Context: an optimization exercise on an open-source flow, tuned for small area. The choices shown serve that exercise and are no tape-out recipe. Function was checked by simulation only, so behaviour that the tests miss may differ from the original. No activity file was given, so power comes from the tool's default toggle rates.

**design.v**
```verilog
`timescale 1ns / 1ps
module Buttons (
input wire clk,
input wire reset,
input left,
input right,
input up,
input down,
output reg [3:0] movement
);
    always@(posedge clk) begin
        if(reset) begin
            movement <= 4'b0000;  
        end
        else if(left == 1) begin 
            movement <= 4'b0001;  
        end 
        else if(right == 1) begin 
            movement <= 4'b0010;  
        end 
        else if(up == 1) begin 
            movement <= 4'b0100;  
        end 
        else if(down == 1) begin 
            movement <=4'b1000;  
        end 
        else begin 
            movement <= movement;  
        end 
    end
endmodule
module ClockDivider(
input wire clk,
input wire reset,
output reg VGA_clk
);
    localparam integer check = 3;
    integer a;
	always@(posedge clk)
    begin 
        if(reset) begin
            a <= 0;
            VGA_clk <= 0;
        end
        else if(a<check) begin
            a <= a + 1;
            VGA_clk <= 0;
        end
        else begin
            a <= 0;
            VGA_clk <= 1;
        end
	end
endmodule 
`timescale 1ns / 1ps
module SNAKECLOCK(
input wire clk,
input wire reset,
output reg update_clk
);
    localparam [21:0] LIMIT = 22'd100000;
    reg [21:0] check;
    always @ (posedge clk) begin
        if(reset) begin
            check <= 0;
            update_clk <= 0;
        end
        else if(check < LIMIT) begin
            check <= check + 1;
            update_clk <= 0;
        end
        else begin 
            check <= 0;
            update_clk <= 1;
        end
    end
endmodule              
`timescale 1ns/1ps
module RandomPoint(clk, reset, VGA_clk, randX, randY);
	input clk;
	input reset;
	input VGA_clk;
	output reg [9:0]randX;
	output reg [8:0]randY;
	reg [5:0]pointX, pointY;
	always @(posedge clk)
		if(reset)
			pointX <= 0;
		else if(VGA_clk)
			pointX <= pointX + 2;	
	always @(posedge clk)
		if(reset)
			pointY <= 10;
		else if(VGA_clk)
			pointY <= pointY + 1;
	always @(posedge clk)
	begin	
		if(reset)
			randX <= 0;
		else if(VGA_clk) begin
			if(pointX>62)
				randX <= 620;
			else if (pointX<2)
				randX <= 20;
			else
				randX <= (pointX * 10);
		end
	end
	always @(posedge clk)
	begin	
		if(reset)
			randY <= 0;
		else if(VGA_clk) begin
			if(pointY>469)
				randY <= 460;
			else if (pointY<2)
				randY <= 20;
			else
				randY <= (pointY * 10);
		end
	end
endmodule
`timescale 1ns / 1ps
	module VGA(
	input wire clk,
	input wire reset,
	input wire VGA_clk,
	output reg [9:0] CountxAxis, CountyAxis, 
	output reg displayArea,
    output VGA_hSync, VGA_vSync
    ); 
    reg p_hSync, p_vSync;
	localparam integer porchHF = 640;  
	localparam integer syncH = 656; 
	localparam integer porchHB = 752;  
	localparam integer maxH = 800;  
	localparam integer porchVF = 480;  
	localparam integer syncV = 490;  
	localparam integer porchVB = 492;  
	localparam integer maxV = 525;  
	always@(posedge clk)
    begin
		if(reset)
			CountxAxis <= 0;
		else if(VGA_clk) begin
			if(CountxAxis == maxH)
				CountxAxis <= 0;
			else
				CountxAxis <= CountxAxis + 1'b1;
		end
	end
	always@(posedge clk)
    begin
		if(reset)
			CountyAxis <= 0;
		else if(VGA_clk) begin
			if(CountxAxis == maxH)
			begin
				if(CountyAxis == maxV)
					CountyAxis <= 0;
				else
				CountyAxis <= CountyAxis + 1'b1;
			end
		end
	end
	always@(posedge clk)
    begin
		if(reset)
			displayArea <= 0;
		else if(VGA_clk)
			displayArea <= ((CountxAxis < porchHF) && (CountyAxis < porchVF)); 
	end
	always@(posedge clk)
    begin
		if(reset) begin
			p_hSync <= 0;
			p_vSync <= 0;
		end
		else if(VGA_clk) begin
			p_hSync <= ((CountxAxis >= syncH) && (CountxAxis < porchHB)); 
			p_vSync <= ((CountyAxis >= syncV) && (CountyAxis < porchVB)); 
		end
	end
	assign VGA_vSync = ~p_vSync; 
	assign VGA_hSync = ~p_hSync;
endmodule
  module Snake (
  input wire clk,
  input reset, left, right, up, down,
  output h_sync, v_sync,
  output reg [3:0] red, green, blue
  );
  wire VGA_clk;        
  wire update_clock;   
  wire[9:0] CountxAxis;
  wire[9:0] CountyAxis;
  wire[3:0] movement;
  wire[9:0] randX;
  reg[9:0] randomX;
  wire[8:0] randY;
  reg[8:0] randomY;
  wire displayArea;
  reg [9:0] appleX;
  reg [9:0] appleY;
  reg inX, inY;
  reg [9:0] snakeX[0:10];
  reg [8:0] snakeY[0:10];
  reg snake;
  reg gameOver;
  reg SnakeHead;
  reg apple;
  reg border;
  reg R, G, B;
  integer i;
  ClockDivider VGAclkDivider(clk, reset, VGA_clk);
  SNAKECLOCK UpdateSnakeMovementCLK(clk, reset, update_clock);
  VGA VGAoutput(clk, reset, VGA_clk, CountxAxis, CountyAxis, displayArea, h_sync, v_sync);
  RandomPoint randompointgen(clk, reset, VGA_clk, randX, randY);
  Buttons buttonInpu(clk,reset,left,right,up,down,movement);
  always @(*) begin 
  randomX = randX;
   randomY = randY;
   end
  always @(posedge clk) begin
      if(reset) begin
          inX <= 0;
          inY <= 0;
          apple <= 0;
      end
      else if(VGA_clk) begin
          inX <= (CountxAxis > appleX & CountxAxis < (appleX + 10));
          inY <= (CountyAxis > appleY & CountyAxis < (appleY + 10));
          apple <= inX & inY;
      end
  end
  always@(posedge clk) begin
      if(reset)
         border <= 0;
      else if(VGA_clk)
         border <= (((CountxAxis >= 0) & (CountxAxis < 15) | (CountxAxis >= 630) & (CountxAxis < 641)) | ((CountyAxis >= 0) & (CountyAxis < 15) | (CountyAxis >= 465) & (CountyAxis < 481)));
  end
  always@(posedge clk) begin    
      if(reset) begin
        appleX <= 350;
        appleY <= 300;
      end 
      else if(VGA_clk & apple & SnakeHead) begin 
        appleX <= randomX % 400;
        appleY <= randomY % 250;
      end                        
  end
  always@(posedge clk) begin
  if(reset) begin
     for(i = 0; i <= 10; i = i + 1) begin
        snakeX[i] <= 320;
        snakeY[i] <= 240;
     end
  end
  else if(update_clock) begin
  snakeX[10] <= snakeX[9];
  snakeY[10] <= snakeY[9];
  snakeX[9] <= snakeX[8];
  snakeY[9] <= snakeY[8];
  snakeX[8] <= snakeX[7];
  snakeY[8] <= snakeY[7];
  snakeX[7] <= snakeX[6];
  snakeY[7] <= snakeY[6];
  snakeX[6] <= snakeX[5];
  snakeY[6] <= snakeY[5];
  snakeX[5] <= snakeX[4];
  snakeY[5] <= snakeY[4];
  snakeX[4] <= snakeX[3];
  snakeY[4] <= snakeY[3];
  snakeX[3] <= snakeX[2];
  snakeY[3] <= snakeY[2];
  snakeX[2] <= snakeX[1];
  snakeY[2] <= snakeY[1];
  snakeX[1] <= snakeX[0];
  snakeY[1] <= snakeY[0];
  if(movement == 4'b0001) begin snakeX[0] <= snakeX[0] - 5; end  
     else if (movement == 4'b0010) begin snakeX[0] <= snakeX[0] + 5; end  
     else if (movement == 4'b0100) begin snakeY[0] <= snakeY[0] - 5; end  
     else if(movement == 4'b1000) begin snakeY[0] <= snakeY[0] + 5; end  
  end
  end
always@(posedge clk) begin
    if(reset)
        snake <= 0;
    else if(VGA_clk)
        snake <= ((CountxAxis > snakeX[1] & CountxAxis < snakeX[10]+10) & (CountyAxis > snakeY[1] & CountyAxis < snakeY[10]+10));
end   
always@(posedge clk) begin
    if(reset)
        SnakeHead <= 0;
    else if(VGA_clk)
        SnakeHead  <= (CountxAxis > snakeX[0] & CountxAxis < (snakeX[0]+10)) & (CountyAxis > snakeY[0] & CountyAxis < (snakeY[0]+10));
end
always @(posedge clk) begin
   if(reset) gameOver <= 1;
   else if(VGA_clk) begin
      if(border & (snake|SnakeHead)) gameOver<=1;
      else gameOver<=0;
   end
end
always @(*) begin        
R = (displayArea & (apple & ~gameOver));
G = (displayArea & (snake & ~gameOver));
B = (displayArea & (border | SnakeHead | gameOver));
end
always@(posedge clk) begin       
    if(reset) begin
       red <= 0;
       green <= 0;
       blue <= 0;
    end
    else if(VGA_clk) begin
       red <= {4{R}};
       green <= {4{G}};
       blue <= {4{B}};
    end
end          
endmodule 
```
**run.sh**
```bash
#!/bin/bash
# synth_recipe.tcl (not shown) runs the flow's synth.tcl, then flattens the netlist and writes it again
# the make line also repeats each setting of config.mk as NAME=value (left out here)
make -C /OpenROAD-flow-scripts/flow DESIGN_CONFIG=/design/flow/config.mk WORK_HOME=/design/flow/orfs CLKGATE_MAP_FILE= SYNTH_SCRIPT=/design/flow/synth_recipe.tcl finish
```
**config.mk**
```make
export PLATFORM = sky130hd
export DESIGN_NAME = Snake
export DESIGN_NICKNAME = Snake
export VERILOG_FILES = /design/flow/design.v
export SDC_FILE = /design/flow/constraint.sdc
export NUM_CORES = 4
export LEC_CHECK = 0
export CAP_MARGIN = 20
export CORE_MARGIN = 2
export CORE_UTILIZATION = 40
export SLEW_MARGIN = 20
```
**constraint.sdc**
```tcl
create_clock -name core_clock -period 10.0 [get_ports {clk}]
set_input_delay 2.0000 -clock core_clock [delete_from_list [all_inputs] [get_ports {clk}]]
set_output_delay 2.0000 -clock core_clock [all_outputs]
set_load 0.01 [all_outputs]
```
==> run notes <==
through the flow:
step	cells	worst slack [ns]	util [%]	hold WS [ns]	power [W]
2_1_floorplan	1972	6.95	-	0.413	0.00161
3_3_place_gp	2501	5.42	41.8	0.423	0.00166
3_5_place_dp	2501	5.40	41.8	0.436	0.00166
4_1_cts	2573	5.97	44.9	0.446	0.00318
5_1_grt	2573	5.73	44.9	0.486	0.00326
6_report	2573	5.98	44.9	0.442	0.00313
sequential cells by signal (all words and copies together) (netlist names), 9 cells and up:
signal	count
snakeX	110
appleY	9
VGAoutput.CountyAxis	10
VGAclkDivider.a	32
VGAoutput.CountxAxis	10
UpdateSnakeMovementCLK.check	22
snakeY	99
appleX	9
worst max-delay path: cells and delay by family:
kind / cells / cell delay [ns]
AOI/OAI and AO/OA: 4 / 0.86
and+or+nand+nor: 1 / 0.18
buffers and inverters: 3 / 1.42
kinds of logic (layout without fill, tap and decap cells):
kind of cell,after synthesis,in the layout,synth area share (%)
XOR/XNOR,127,127,6.28
adder cells (fa/ha/maj),165,165,11.8
AND/OR/NAND/NOR,678,678,17.8
buffers and inverters,179,188,4.00
multiplexers,197,197,11.2
flip-flops,347,347,39.2
AO/OA/AOI/OAI,274,274,9.67
other,1,5,0.0212
area by class of cell:
cell class / count / area [um^2]
Multi-Input combinational cell: 1446 / 10100
Sequential cell: 347 / 6950
Tap cell: 592 / 741
Fill cell: 4300 / 24200
Clock buffer: 51 / 1100
Clock inverter: 21 / 254
Inverter: 91 / 342
Timing Repair Buffer: 25 / 249
per-layer routing:
metal / vias up / GRT usage [%]
li1: 6825 / -
met2: 199 / 25.8
met1: 6204 / 21.0
met3: 59 / 2.72
met5: - / 0
met4: 0 / 5.56
worst min-delay path by stage:
stage / slack [ns] / endpoint / depth (start not counted)
6_report: 0.44 / UpdateSnakeMovementCLK.check[0] / 1
5_1_grt: 0.49 / UpdateSnakeMovementCLK.check[0] / 1
4_1_cts: 0.45 / UpdateSnakeMovementCLK.check[0] / 1
3_5_place_dp: 0.44 / UpdateSnakeMovementCLK.check[0] / 1
3_3_place_gp: 0.42 / UpdateSnakeMovementCLK.check[0] / 1
2_1_floorplan: 0.41 / UpdateSnakeMovementCLK.check[0] / 1
cell usage in the layout, fill, tap and decap left out, types with 8 or more instances in the layout:
cell type and n:
a211oi_1 14, a21o_1 11, a21oi_1 83, a22oi_1 9, and3_1 21, clkbuf_16 41, clkdlybuf4s50_1 18, clkinv_2 9
dfxtp_1 345, ha_1 160, inv_1 90, mux2i_1 194, nand2_1 143, nand2b_1 9, nand3_1 42, nand4_1 31
nor2_1 300, nor2b_1 18, nor3_1 32, nor4_1 14, o211ai_1 20, o21ai_0 70, o21bai_1 8, or2_2 8
or3_1 14, xnor2_1 61, xor2_1 66
power by group through the flow:
stage / clock, W / sequential (W) / combinational, W
final: 0.00150 / 0.00143 / 0.000198
after global routing: 0.00160 / 0.00144 / 0.000221
after CTS: 0.00155 / 0.00143 / 0.000199
after detailed placement: 0 / 0.00146 / 0.000198
after global placement: 0 / 0.00146 / 0.000194
after floorplan: 0 / 0.00145 / 0.000163
==> results.cfg <==
[sta]
fin_skew_ns = 0.0185
worstMarginPinSlew_ns = 1.31
finalSetupViolCount = 0
period_share_pct = 40.2
final.min_clock_period_ns = 4.02
slew_violations = 0
slew_headroom_pct = 12.7
fmax_mhz = 249
rsz0062_at_grt = no
tns_ns = 0
finalHoldViolCount = 0

[floorplan]
io-pin-count = 20
die_w_um = 214
core_um2 = 43900
start_util_pct = 40.3
die_area_um2 = 46000
rows = 77
die_h_um = 214

[power]
peakVddDrop_uv = 123
internal_power_w = 0.00240
p_comb_share_pct = 6.3
leakage_nw = 8.37
pwr-share-seq_pct = 45.8
switchingPower_w = 0.000731
switching_share_pct = 23.4
clockPowerShare_pct = 47.9
pwr_density_cell_nw_per_um2 = 159

[critical_path]
r2r-end = snakeX[0][9]
crit_start = reset
path_max_fanout = 99
endpoint = SnakeHead
ff2ff_setup_slack_ns = 7.15
startpoint_type = input pin
rr_startpoint = buttonInpu.movement[1]
slowest_delay_ns = 0.57
crit_slowest_cell = buf_4
rr_worst_depth = 10
critical_path_class = in2reg
end_kind = flip-flop
path_cells = buf_6 > inv_2 > buf_4 > nand2_1 > a211o_1 > a311oi_1 > a32oi_1 > a211oi_1
worstPathRequired_ns = 10.47
critPathArrivalTime_ns = 4.49

[clock_network]
cts_buffers = 40
clk_pin_slew_ns = 0.06
insertion_delay_ns = 0.56
clockBufferDepth = 3
postCtsSetupBuffers = 0
post_cts_resized = 0
htreeDepth = 2
clock-root-buffer = clkbuf_16
clkSinkCount = 347
postCtsHoldBufs = 0
cts_tree = yes

[global_route]
grt_usage_pct = 15.8
overflow = 0
antenna_found_initial = 0
grt_pass1_wl_um = 62000
grt_max_degree = 151
grt_pass1_vias = 12817

[synthesis]
synth-edff-count = 0
ys.flop_type = dfxtp_1
synth_area_leaders = dfxtp_1 39%, ha_1 11%, mux2i_1 11%, nor2_1 6.4%, xor2_1 3.3%
synth_seq_cells = 347
syn_inst = 1968
yosysTopAreaCell = dfxtp_1
yosysSeqAreaShare_pct = 39.2
yosysWarnings = 8
syn_area_per_cell_um2 = 9.00
synth_most_common_cell = dfxtp_1
netlist.area_leader.share_pct = 39.2
ys_types = 69
synthTopCellsByCount = 347 x dfxtp_1, 300 x nor2_1, 194 x mux2i_1, 160 x ha_1, 143 x nand2_1
syn_area_um2 = 17700
async_flop_share_pct = 0

[route]
vias = 13287
postRouteAntennaNets = 0
drt-wirelength-per-cell_um = 14.1
wl_met1_um = 17700
wl_um = 36300
drt_pre_antenna_iters = 5
wl_met2_um = 16200
avgViaCountPerCell = 5.16
drtIter0Drc = 649
dr.max_layer_used = met4
dr_wl_met3_um = 1480
drc_errors = 0

[finish]
num_antenna_cells = 0
drive_gt1_share_pct = 4.95
synthToLayoutAreaGrowth_pct = 11.3
design_area_um2 = 19700
nNetsFinal = 2121

[hold_path]
hp-class = reg2reg
min-delay-start = UpdateSnakeMovementCLK.check[0]

[placement]
dpl_cell_area_um2 = 18400
dpl.hpwl_um = 24500
portBuffers = 19
gp_congestion = 0.837

[flow_run]
maxCapViolCount = 0

[status]
outcome = finished clean

==> separate check: timing with driven ports <==
Ports are ideal in the flow. The routed layout listed here was re-timed in OpenROAD. Step 1 assumes that a clkbuf_16 drives the clock port and a buf_2 every other input. Step 2 adds t to the input delays and takes it off the output delays; t is the mean of the earliest and latest rising clock arrival at the registers after step 1. Input paths then give back, and output paths get back, about the clock's delay inside the block. a / b / c = no drivers / after step 1 / after step 2; a / b = the first two.
t, ns: 0.605
setup WS [ns]: 5.976 / 6.002 / 5.397
hold slack, ns: 0.442 / 0.442 / 0.442
worst setup path after step 2: input to register
worst data-port slew with drivers (ns): 0.04
After both steps setup and hold are still met in this run. For this run, drivers alone change the setup slack by +0.026 ns; drivers and shift together by -0.579 ns.
